This design comes from an exercise in tuning for small area, a short achievable clock period and few clock cycles per item on the open sky130 flow, not from production work.
Where RTL was checked, it was by simulation tests only, not by an equivalence proof against the original.
No activity file was given, so power comes from the tool's default toggle rates.

Setup of old:
==> flow/design.v <==
module divider #(
    parameter WIDTH = 32
)(
    input  logic                   clk,
    input  logic                   rst_n,
    input  logic                   start,
    input  logic [WIDTH-1:0]       dividend,
    input  logic [WIDTH-1:0]       divisor,
    output logic [WIDTH-1:0]       quotient,
    output logic [WIDTH-1:0]       remainder,
    output logic                   done
);
    logic        busy;
    logic [3:0]  cnt;           
    logic [31:0] rem_reg;       
    logic [31:0] dq_reg;        
    logic [31:0] dsr_reg;       
    logic [4:0] msb;
    always_comb begin
        msb = 5'd0;
        for (int i = 1; i < 32; i++)
            if (divisor[i]) msb = i[4:0];
    end
    logic [4:0]  skip;
    assign skip = {msb[4:2], 2'b00};
    logic [63:0] pre;
    assign pre = {32'd0, dividend} << skip;
    logic [33:0] w;
    logic [34:0] d1, d2, d3;
    assign w  = {rem_reg, dq_reg[31:30]};
    assign d1 = {1'b0, w} - {3'b0, dsr_reg};
    assign d2 = {1'b0, w} - {2'b0, dsr_reg, 1'b0};
    logic [34:0] a3, nd, n2d, s3, cy3;
    assign a3  = {1'b0, w};
    assign nd  = ~{3'b0, dsr_reg};
    assign n2d = ~{2'b0, dsr_reg, 1'b0};
    assign s3  = a3 ^ nd ^ n2d;
    assign cy3 = (a3 & nd) | (a3 & n2d) | (nd & n2d);
    assign d3  = s3 - ~{cy3[33:0], 1'b1};
    logic        ge1, ge2, ge3;
    logic [1:0]  qd;
    logic [31:0] rnext;
    assign ge1 = ~d1[34];
    assign ge2 = ~d2[34];
    assign ge3 = ~d3[34];
    assign qd  = {ge2, ge3 | (ge1 & ~ge2)};
    assign rnext = ({32{ge3}}        & d3[31:0])
                 | ({32{ge2 & ~ge3}} & d2[31:0])
                 | ({32{ge1 & ~ge2}} & d1[31:0])
                 | ({32{~ge1}}       & w[31:0]);
    always_ff @(posedge clk or negedge rst_n) begin
        if (!rst_n) begin
            busy <= 1'b0;
            done <= 1'b0;
        end else begin
            done <= busy && cnt == 4'd0;
            if (start)
                busy <= 1'b1;
            else if (cnt == 4'd0)
                busy <= 1'b0;
        end
    end
    always_ff @(posedge clk) begin
        if (start) begin
            rem_reg  <= pre[63:32];
            dq_reg   <= pre[31:0];
            dsr_reg  <= divisor;
        end else if (busy) begin
            dq_reg  <= {dq_reg[29:0], qd};
            rem_reg <= rnext;
        end
    end
    always_ff @(posedge clk) begin
        if (start)
            cnt <= {~msb[4:2], 1'b1};
        else
            cnt <= cnt - 4'd1;
    end
    assign quotient  = dq_reg;
    assign remainder = rem_reg;
endmodule
Settings: LEC_CHECK=0, CAP_MARGIN=20, CORE_MARGIN=2, CORE_UTILIZATION=40, SETUP_SLACK_MARGIN=1, SLEW_MARGIN=20; clock period 5.0 ns.
standard.sh (not shown) runs the stock make flow with config.mk's settings and CLKGATE_MAP_FILE= SYNTH_SCRIPT=/design/flow/synth_recipe.tcl, a recipe that flattens the netlist after the stock synthesis.
==> flow/flow/run.sh <==
#!/bin/bash
# The standard layout, with each port buffered by a sky130 buf_1 instead of
# the buffer buffer_ports picks by default.
set -euo pipefail
export BUFFER_PORTS_ARGS="-buffer_cell sky130_fd_sc_hd__buf_1"
bash standard.sh > standard.log 2>&1
[inputs] new vs old
==> flow/design.v <==
module divider #(
    parameter WIDTH = 32
)(
    input  logic                   clk,
    input  logic                   rst_n,
    input  logic                   start,
    input  logic [WIDTH-1:0]       dividend,
    input  logic [WIDTH-1:0]       divisor,
    output logic [WIDTH-1:0]       quotient,
    output logic [WIDTH-1:0]       remainder,
    output logic                   done
);
    logic        busy;
    logic [3:0]  cnt;           
    logic [31:0] rem_reg;       
    logic [31:0] quo_reg;       
    logic [31:0] dsr_reg;       
    logic [15:0] pair;
    logic [3:0]  mpos;
    always_comb begin
        for (int i = 0; i < 16; i++)
            pair[i] = divisor[2*i+1] | divisor[2*i];
        mpos[3] = |pair[15:8];
        mpos[2] = mpos[3] ? |pair[15:12] : |pair[7:4];
        mpos[1] = mpos[3] ? (mpos[2] ? |pair[15:14] : |pair[11:10])
                          : (mpos[2] ? |pair[7:6]   : |pair[3:2]);
        mpos[0] = mpos[3] ? (mpos[2] ? (mpos[1] ? pair[15] : pair[13]) : (mpos[1] ? pair[11] : pair[9]))
                          : (mpos[2] ? (mpos[1] ? pair[7]  : pair[5])  : (mpos[1] ? pair[3]  : pair[1]));
    end
    logic [31:0] dsr_init;
    assign dsr_init = divisor << {~mpos, 1'b0};
    logic [34:0] r, d1, d2, d3;
    assign r  = {3'b0, rem_reg};
    assign d1 = r - {3'b0, dsr_reg};
    assign d2 = r - {2'b0, dsr_reg, 1'b0};
    logic [34:0] nd, n2d, s3, cy3;
    assign nd  = ~{3'b0, dsr_reg};
    assign n2d = ~{2'b0, dsr_reg, 1'b0};
    assign s3  = r ^ nd ^ n2d;
    assign cy3 = (r & nd) | (r & n2d) | (nd & n2d);
    assign d3  = s3 - ~{cy3[33:0], 1'b1};
    logic        ge1, ge2, ge3;
    logic [1:0]  qd;
    logic [31:0] rnext;
    assign ge1 = ~d1[34];
    assign ge2 = ~d2[34];
    assign ge3 = ~d3[34];
    assign qd  = {ge2, ge3 | (ge1 & ~ge2)};
    assign rnext = ({32{ge3}}        & d3[31:0])
                 | ({32{ge2 & ~ge3}} & d2[31:0])
                 | ({32{ge1 & ~ge2}} & d1[31:0])
                 | ({32{~ge1}}       & rem_reg);
    always_ff @(posedge clk or negedge rst_n) begin
        if (!rst_n) begin
            busy <= 1'b0;
            done <= 1'b0;
        end else begin
            done <= busy && cnt == 4'd0;
            if (start)
                busy <= 1'b1;
            else if (cnt == 4'd0)
                busy <= 1'b0;
        end
    end
    always_ff @(posedge clk) begin
        if (start) begin
            rem_reg <= dividend;
            quo_reg <= 32'd0;
        end else if (busy) begin
            rem_reg <= rnext;
            quo_reg <= {quo_reg[29:0], qd};
        end
    end
    always_ff @(posedge clk) begin
        if (start) begin
            dsr_reg <= dsr_init;
            cnt     <= ~mpos;
        end else begin
            dsr_reg <= {2'b00, dsr_reg[31:2]};
            cnt     <= cnt - 4'd1;
        end
    end
    assign quotient  = quo_reg;
    assign remainder = rem_reg;
endmodule
Findings:
- Per the comparison of new with old, worst vdd rail ir drop fell by 15%; via count of the first global-routing pass rose by about 1.4%; clock power rose by about 4%.
- Between new and old, share of the clock period used by the worst path after layout is lower for new, old comes in above that.
- In new relative to old, post-route met1 wirelength had gone down by a few percent.
- Post-synthesis to final-layout area growth: new < old
- Per the comparison of new with old, final-layout non-clock buffer area share shows a reduction of 0.92 points, minimum hold slack dropped 0.0080 ns.
Testbench counts of new, summed over its fixed seeds: cycles 12,769, items 1,280.
The RTL of old was laid out without a check of its function.

-- re-timing with driven ports --
Ports are ideal in the flow. The routed layouts listed here were re-timed in OpenROAD.
Step 1 assumes that a clkbuf_16 drives the clock port and a buf_2 every other input.
Step 2 adds t to the input delays and takes it off the output delays; t is the mean of the earliest and latest rising clock arrival at the registers after step 1. Input paths then give back, and output paths get back, about the clock's delay inside the block.
a / b / c = no drivers / after step 1 / after step 2; a / b = the first two.
| run | t (ns) | setup slack, ns | worst setup path at the end | worst data-port slew with drivers (ns) |
|---|---|---|---|---|
| old | 0.406 | 1.059 / 1.059 / 0.807 | input to register | 0.04 |
| new | 0.409 | 1.104 / 1.104 / 0.863 | input to register | 0.05 |
After both steps setup and hold are still met in every run listed. For old, which loses most, drivers alone change the setup slack by 0.000 ns; drivers and shift together by -0.252 ns.
